This design comes from an exercise in tuning for small area on the open sky130 flow, not from production work.
Function was checked by simulation only, so behaviour that the tests miss may differ from the original.
Power and IR drop assume default switching activity.

==> flow/design.v <==
module ALU(input [7:0] a, b, input [3:0] oper, input clk,
           output reg [7:0] msb, lsb);
    wire [7:0] pp [0:7];
    wire [7:0] s  [0:7];    
    wire [6:0] c  [0:7];    
    wire [15:0] prod;
    genvar i, j, k;
    generate
        for (i = 0; i < 8; i = i + 1) begin : ppg
            assign pp[i] = a & {8{b[i]}};
        end
        assign s[0] = pp[0];
        assign c[0] = 7'h00;
        for (i = 1; i < 8; i = i + 1) begin : mrow
            for (j = 0; j < 7; j = j + 1) begin : mcl
                wire x = pp[i][j];
                wire y = s[i-1][j+1];
                wire z = c[i-1][j];
                assign s[i][j] = x ^ y ^ z;
                assign c[i][j] = (x & y) | (x & z) | (y & z);
            end
            assign s[i][7] = pp[i][7];
        end
        for (i = 0; i < 8; i = i + 1) begin : plo
            assign prod[i] = s[i][0];
        end
    endgenerate
    wire [7:0] fc;
    assign fc[0] = 1'b0;
    generate
        for (j = 0; j < 7; j = j + 1) begin : fadd
            wire x = s[7][j+1];
            wire y = c[7][j];
            assign prod[8+j] = x ^ y ^ fc[j];
            assign fc[j+1] = (x & y) | (x & fc[j]) | (y & fc[j]);
        end
    endgenerate
    assign prod[15] = fc[7];
    wire isdiv = (oper == 4'h3) | (oper == 4'h4);
    wire add   = (oper == 4'h0);
    wire gt    = (oper == 4'hE);
    wire [7:0] q;
    wire co;
    generate
        for (k = 7; k >= 0; k = k - 1) begin : row
            localparam integer W = 8 - k;
            wire [W-1:0] x;
            wire [W-1:0] bb;
            wire [W:0]   cc;
            wire [W-1:0] r;
            wire         qq;
            if (k == 7) begin : first
                assign x = a[7];
            end else begin : next
                assign x = {row[k+1].r, a[k]};
            end
            if (k == 0) begin : r0
                assign bb = b ^ {8{add}};
                assign cc[0] = ~(add | gt);
                assign qq = ~isdiv | cc[W];
                assign co = cc[W];
            end else begin : rk
                assign bb = b[W-1:0];
                assign cc[0] = 1'b1;
                assign qq = isdiv & ~|b[7:W] & cc[W];
            end
            for (j = 0; j < W; j = j + 1) begin : bt
                assign cc[j+1] = (x[j] & ~bb[j]) | (x[j] & cc[j]) | (~bb[j] & cc[j]);
                assign r[j] = x[j] ^ (qq & (~bb[j] ^ cc[j]));
            end
            assign q[k] = (k == 0) ? cc[W] : qq;
        end
    endgenerate
    wire [7:0] rem = row[0].r;
    always @(posedge clk) begin
        case (oper)
            4'h0: {msb, lsb} <= {7'h00, co, rem};
            4'h1: {msb, lsb} <= {{8{~co}}, rem};
            4'h2: {msb, lsb} <= prod;
            4'h3: {msb, lsb} <= {8'h00, q};
            4'h4: {msb, lsb} <= {8'h00, rem};
            4'h5: {msb, lsb} <= {8'h00, a & b};
            4'h6: {msb, lsb} <= {8'hFF, ~(a & b)};
            4'h7: {msb, lsb} <= {8'h00, a | b};
            4'h8: {msb, lsb} <= {8'hFF, ~(a | b)};
            4'h9: {msb, lsb} <= {8'h00, a ^ b};
            4'hA: {msb, lsb} <= {8'hFF, a ~^ b};
            4'hB: {msb, lsb} <= {8'hFF, ~a};
            4'hC: {msb, lsb} <= {7'h00, a, 1'b0};
            4'hD: {msb, lsb} <= {9'h000, a[7:1]};
            4'hE: {msb, lsb} <= {15'h0000, co};
            default: {msb, lsb} <= {15'h0000, ~co};
        endcase
    end
endmodule
==> flow/flow/run.sh <==
#!/bin/bash
# Own flow: the standard synthesis (kept for reference), then the
# hand-built netlist in flow/net.v (same registers, same names) in its place,
# then the standard layout from floorplan to finish. Port buffers are
# buf_1 cells.
set -euo pipefail
R=orfs/results/$FLOW_PLATFORM/ALU/base
bash standard.sh synth > std_synth.log 2>&1
cp $R/1_2_yosys.v std_1_2_yosys.v
cp flow/net.v $R/1_2_yosys.v
touch $R/1_2_yosys.v
bash standard.sh finish > layout.log 2>&1
==> flow/standard.sh <==
#!/bin/bash
# synth_recipe.tcl (not shown) runs the flow's synth.tcl, then flattens the netlist and writes it again
# the make line also repeats each setting of config.mk as NAME=value (left out here)
make -C /OpenROAD-flow-scripts/flow DESIGN_CONFIG=/design/flow/config.mk WORK_HOME=/design/flow/orfs CLKGATE_MAP_FILE= SYNTH_SCRIPT=/design/flow/synth_recipe.tcl "${@:-finish}"
==> flow/config.mk <==
export PLATFORM = sky130hd
export DESIGN_NAME = ALU
export DESIGN_NICKNAME = ALU
export VERILOG_FILES = /design/flow/design.v
export SDC_FILE = /design/flow/constraint.sdc
export NUM_CORES = 4
export LEC_CHECK = 0
export CAP_MARGIN = 20
export CORE_MARGIN = 2
export CORE_UTILIZATION = 40
export SLEW_MARGIN = 20
==> flow/constraint.sdc <==
create_clock -name core_clock -period 12.5 [get_ports {clk}]
set_input_delay 2.5000 -clock core_clock [delete_from_list [all_inputs] [get_ports {clk}]]
set_output_delay 2.5000 -clock core_clock [all_outputs]
set_load 0.01 [all_outputs]
Not shown: flow/flow/net.v
==> results.yml, run 1 <==
timing:
  slew_headroom_pct: 31.9
  setup_violations: 0
  period_minus_slack_ns: 12.06
  drv_slew: 0
finish:
  multiInputGateArea_mm2: 0.00346
  antennaDiodeCount: 0
  layout_common_cells: "nand2_1 (130), nor2_1 (85), fa_1 (48), buf_4 (47), clkinv_1 (46)"
critical_path:
  path_buf_inv: 2
  crit_top_cell: "o21ai_2"
  critical_path.endpoint: "lsb[4]$_DFF_P_"
  critPathLaunch: "oper[3]"
  crit_cells: 64
routing:
  vias: 3910
  route.detailed.drc: 0
  dr.first_iter.drc_count: 196
yosys:
  synthesis.area_mm2: 0.00373
  avgSynthCellArea_um2: 6.89
  yosys_warnings: 1
global_route:
  grt_use_met1_pct: 30.6
  grt_pass1_vias: 3707
  grt_max_degree: 27
placed_design:
  gp_congestion: 0.857
  place_area_mm2: 0.00447
clocking:
  cts_tree: "done"
  cts_setup_buffers: 1
floorplan:
  pin_count: 37
  rows: 35
  taps: 111
  core_mm2: 0.00915
outcome:
  status: "complete, no violations"
worst_hold_path:
  min_from: "b[6]"
power_and_ir_drop:
  switchingPower_mw: 0.191
  total_power_mw: 0.428
  combinationalPower_mw: 0.327
==> run 2, diff against run 1 <==
--- a/flow/flow/run.sh
+++ b/flow/flow/run.sh
@@ -9,4 +9,4 @@
 cp $R/1_2_yosys.v std_1_2_yosys.v
 cp flow/net.v $R/1_2_yosys.v
 touch $R/1_2_yosys.v
-bash standard.sh finish > layout.log 2>&1
+bash standard.sh "BUFFER_PORTS_ARGS=-buffer_cell sky130_fd_sc_hd__buf_1" finish > layout.log 2>&1
==> results.yml, run 2 <==
outcome:
  status: "complete, no violations"
critical_path:
  cp_slowest_stage_delay_ns: 0.55
  critical_path_required_ns: 12.65
  crit_type: "input pin to register"
  slowest_stage: "or4_1"
  end_kind: "register"
  crit_top_cell: "o21ai_2"
  start_kind: "input pin"
  crit_fanout: 8
  crit_arrival_ns: 11.98
routing:
  wirelength_um: 11000
  top_layer: "met4"
  dr_wl_met2_um: 5290
  route.detailed.drc: 0
  ant_nets: 0
  wl_per_cell_um: 15.2
  wl_met3_um: 549
  vias_per_cell: 5.24
  vias: 3776
  dr.first_iter.drc_count: 215
  drtPass1Iterations: 5
  wl_met1_um: 4920
clocking:
  cts.sinks: 16
  cts_inserted_buffers: 3
  clockBufferDepth: 2
  htree_levels: 1
  clkTransAtPathRegs_ns: 0.05
  root_buffer: "clkbuf_8"
  cts_tree: "done"
  holdBufCountCts: 0
global_route:
  antenna_found_initial: 0
  grt_pass1_wl_um: 18100
  grt_max_degree: 27
  grt_pass1_vias: 3609
  grt-ovfl-total: 0
  grtUsageTotal_pct: 22.6
yosys:
  synth_cells: 542
  yosys_warnings: 1
  syn-num-nets: 611
  synthesis.area_mm2: 0.00373
  avgSynthCellArea_um2: 6.89
timing:
  setup_violations: 0
  tightest_slew_ns: 0.996
  timing.final.ws_setup_ns: 0.668
  fin_tns_setup_ns: 0
  fin_crit_sh_pct: 94.7
  period_minus_slack_ns: 11.83
  drv_slew: 0
  max_freq_ghz: 0.0845
  holdWs_ns: 2.80
  hold_viol: 0
  slew_headroom_pct: 32.9
worst_hold_path:
  worstHoldPathCells: 4
  min_from: "oper[2]"
  hp-class: "input pin to register"
  worstHoldEndpoint: "msb[0]$_DFF_P_"
floorplan:
  die_area_mm2: 0.0101
  pin_count: 37
  initial_core_util_pct: 40.8
  die_height_um: 101
  core_mm2: 0.00915
  rows: 35
  die_w_um: 101
finish:
  mostFrequentLayoutCell: "nand2_1"
  final_area_mm2: 0.00445
  final_layout_size_suffix_gt1_share_pct: 12.6
  area_growth_pct: 19.1
  antennaDiodeCount: 0
  fin_nets: 681
  utilization_pct: 48.6
  fill_cells: 934
  stdcell_count: 721
  layout_common_cells: "nand2_1 (132), nor2_1 (89), fa_1 (48), clkinv_1 (46), xnor2_1 (39)"
power_and_ir_drop:
  max-vdd-ir-drop_uv: 40.9
  power_density_mw_per_mm2: 89.8
  total_power_mw: 0.399
  p_leak_nw: 1.54
placed_design:
  place_hpwl_um: 8480
  place_area_mm2: 0.00417
  dpl.cell_count: 709
  io_buffers: 36
  gp_congestion: 0.975
  preCtsSetupSlack_ns: -0.465
run:
  maxCapViolCount: 0
## run 2: cell types whose count changed in the layout (fill, tap and decap cells not counted), moves of 3 or more
cell             change
xor2_1               +3
xor2_2               -3
clkdlybuf4s50_1     -34
buf_1               +36
nor2_1               +4
buf_4               -15
## run 2: power by group
group	switching [mW]	leakage (nW)	internal [mW]
logic	0.169	1.38	0.129
clock network	0.0150	0.0216	0.0213
registers	0.00221	0.134	0.0623
## run 2: timing repair
item | in CTS | in global routing
buffers inserted | 3 | 6
gates resized for setup | 2 | 33
endpoints found under the setup margin | 9 | 16
pin swaps | 2 | 12
## run 2: critical path: cells and delay by family
family / cells / cell delay (ns)
and+or+nand+nor: 26 / 3.48
buffers and inverters: 4 / 0.60
AOI/OAI and AO/OA: 27 / 3.81
xor gates and xnor gates: 8 / 1.56
## run 2: per-layer routing
| layer | track usage (%) | vias to the layer above |
|---|---|---|
| li1 | - | 1873 |
| met1 | 32.0 | 1761 |
| met2 | 37.8 | 121 |
| met3 | 1.04 | 21 |
| met4 | 5.90 | 0 |
| met5 | 0 | - |
## run 2: final cells by class
cell class | count | area, um2 | area share [%]
multi-input cells | 477 | 3400 | 76.4
inverters | 46 | 173 | 3.88
repair buffers | 68 | 375 | 8.44
well taps | 111 | 139 | 3.12
flip-flops and latches | 16 | 320 | 7.21
clock buffers | 3 | 41.3 | 0.929
## run 2: worst max-delay path by stage
stage               start             end  slack [ns]  depth (start not counted)
finish               b[7]  lsb[2]$_DFF_P_        0.67                         65
detailed placement   b[7]  lsb[4]$_DFF_P_       -0.46                         64
CTS                  b[7]  lsb[4]$_DFF_P_        0.03                         65
global route         b[7]  lsb[2]$_DFF_P_       -0.17                         65
global placement     b[7]  lsb[2]$_DFF_P_       -0.03                         64
floorplan            b[7]  lsb[4]$_DFF_P_        0.44                         64
==> run 3, diff against run 2 <==
--- a/flow/config.mk
+++ b/flow/config.mk
@@ -5,7 +5,7 @@
 export SDC_FILE = /design/flow/constraint.sdc
 export NUM_CORES = 4
 export LEC_CHECK = 0
-export CAP_MARGIN = 20
+export CAP_MARGIN = 0
 export CORE_MARGIN = 2
 export CORE_UTILIZATION = 40
-export SLEW_MARGIN = 20
+export SLEW_MARGIN = 0
==> results.yml, run 3 <==
timing:
  slew_headroom_pct: 25.3
  hold_viol: 0
  holdWs_ns: 2.80
  max_freq_ghz: 0.0845
  fin_tns_setup_ns: 0
  setup_violations: 0
  period_minus_slack_ns: 11.84
  timing.final.ws_setup_ns: 0.661
  tightest_slew_ns: 1.12
  drv_slew: 0
  fin_crit_sh_pct: 94.7
placed_design:
  preCtsSetupSlack_ns: -0.465
  place_hpwl_um: 8480
  io_buffers: 36
  gp_congestion: 0.975
  place_area_mm2: 0.00417
critical_path:
  cp_slowest_stage_delay_ns: 0.55
  crit_arrival_ns: 11.98
  start_kind: "input pin"
  critical_path_required_ns: 12.64
  end_kind: "register"
  slowest_stage: "or4_1"
  crit_fanout: 8
  crit_type: "input pin to register"
  crit_top_cell: "o21ai_2"
clocking:
  root_buffer: "clkbuf_8"
  cts.sinks: 16
  clkTransAtPathRegs_ns: 0.05
  cts_tree: "done"
  holdBufCountCts: 0
  cts_inserted_buffers: 3
  htree_levels: 1
  clockBufferDepth: 2
finish:
  final_layout_size_suffix_gt1_share_pct: 12.5
  area_growth_pct: 18.9
  final_area_mm2: 0.00444
  mostFrequentLayoutCell: "nand2_1"
  fin_nets: 681
  antennaDiodeCount: 0
  layout_common_cells: "nand2_1 (132), nor2_1 (89), fa_1 (48), clkinv_1 (46), xnor2_1 (39)"
routing:
  ant_nets: 0
  drtPass1Iterations: 5
  route.detailed.drc: 0
  dr.first_iter.drc_count: 212
  wirelength_um: 11000
  vias: 3781
  vias_per_cell: 5.24
  wl_per_cell_um: 15.3
global_route:
  grtUsageTotal_pct: 22.6
  grt-ovfl-total: 0
  grt_pass1_wl_um: 18100
  antenna_found_initial: 0
  grt_max_degree: 27
  grt_pass1_vias: 3609
power_and_ir_drop:
  power_density_mw_per_mm2: 89.8
  p_leak_nw: 1.54
  max-vdd-ir-drop_uv: 41.0
yosys:
  syn-num-nets: 611
  avgSynthCellArea_um2: 6.89
  synth_cells: 542
  synthesis.area_mm2: 0.00373
  yosys_warnings: 1
run:
  maxCapViolCount: 0
floorplan:
  core_mm2: 0.00915
  rows: 35
  initial_core_util_pct: 40.8
  die_area_mm2: 0.0101
  die_w_um: 101
  pin_count: 37
  die_height_um: 101
outcome:
  status: "complete, no violations"
worst_hold_path:
  min_from: "oper[2]"
  hp-class: "input pin to register"
  worstHoldEndpoint: "msb[0]$_DFF_P_"
  worstHoldPathCells: 4
run 3: worst max-delay path: cells and delay by family:
family / cells / cell delay (ns)
xor+xnor: 8 / 1.56
simple gates: 26 / 3.48
compound gates: 27 / 3.81
buf+inv: 4 / 0.60
run 3: how the worst max path moves through the flow:
stage | endpoint | start | slack, ns
after floorplan | lsb[4]$_DFF_P_ | b[7] | 0.44
after global placement | lsb[2]$_DFF_P_ | b[7] | -0.03
after detailed placement | lsb[4]$_DFF_P_ | b[7] | -0.46
after CTS | lsb[4]$_DFF_P_ | b[7] | 0.03
after global routing | lsb[2]$_DFF_P_ | b[7] | -0.17
final | lsb[2]$_DFF_P_ | b[7] | 0.66
run 3: routing by layer:
metal / track usage (%) / vias up / share of wire, % / wire (um)
met4: 5.90 / 0 / 2.1 / 227
met2: 37.8 / 128 / 48 / 5290
met5: 0 / - / 0 / 0
li1: - / 1873 / - / -
met1: 32.0 / 1759 / 45 / 4910
met3: 1.04 / 21 / 5.2 / 576
run 3: area by class of cell:
type	count	area, um2
Timing Repair Buffer	68	375
Tap cell	111	139
Multi-Input combinational cell	477	3390
Clock buffer	3	41.3
Sequential cell	16	320
Inverter	46	173
Fill cell	933	4710
run 3: where the power goes:
| group | total, mW | switching (mW) | leakage (nW) | internal, mW |
|---|---|---|---|---|
| Sequential | 0.0645 | 0.00221 | 0.134 | 0.0623 |
| Combinational | 0.298 | 0.169 | 1.38 | 0.129 |
| Clock | 0.0360 | 0.0147 | 0.0216 | 0.0213 |
| Total | 0.399 | 0.186 | 1.54 | 0.213 |
run 3: per-stage QoR:
step,power [mW],instances,utilization (%)
6_report,0.399,721,48.5
4_1_cts,0.392,715,46.4
3_3_place_gp,0.349,709,45.5
3_5_place_dp,0.354,709,45.5
5_1_grt,0.444,721,48.5
2_1_floorplan,0.279,542,-
run 3: timing repair:
item / 4_1_cts / 5_1_grt
pin swaps: 2 / 12
hold endpoints to repair: 0 / 0
setup buffers: 3 / 6
resized for setup: 2 / 33
setup endpoints to repair: 9 / 16

separate check: timing with driven ports:
No port has a modelled driver above. Below, the same layouts with a new extraction and two added sets of constraints.
Step 1: set_driving_cell puts a clkbuf_16 on clk and a buf_2 on each other input, an assumption about the parent block.
Step 2, shift: input delay + t, output delay - t, t = (earliest + latest rising clock arrival at the registers) / 2. This alone moves slack from input paths to output paths.
Three values: ideal, step 1, step 2; two values: the first two.
| run | t, ns | slack for setup (ns) | worst slew at a driven data input, ns |
|---|---|---|---|
| run 1 | 0.265 | 0.440 / 0.443 / 0.178 | 0.04 |
| run 2 | 0.272 | 0.668 / 0.673 / 0.401 | 0.03 |
| run 3 | 0.271 | 0.661 / 0.665 / 0.395 | 0.03 |
After both steps every run listed still meets setup and hold. The setup slack of run 2, which loses most, moves by +0.005 ns with the drivers and by -0.267 ns with both steps.
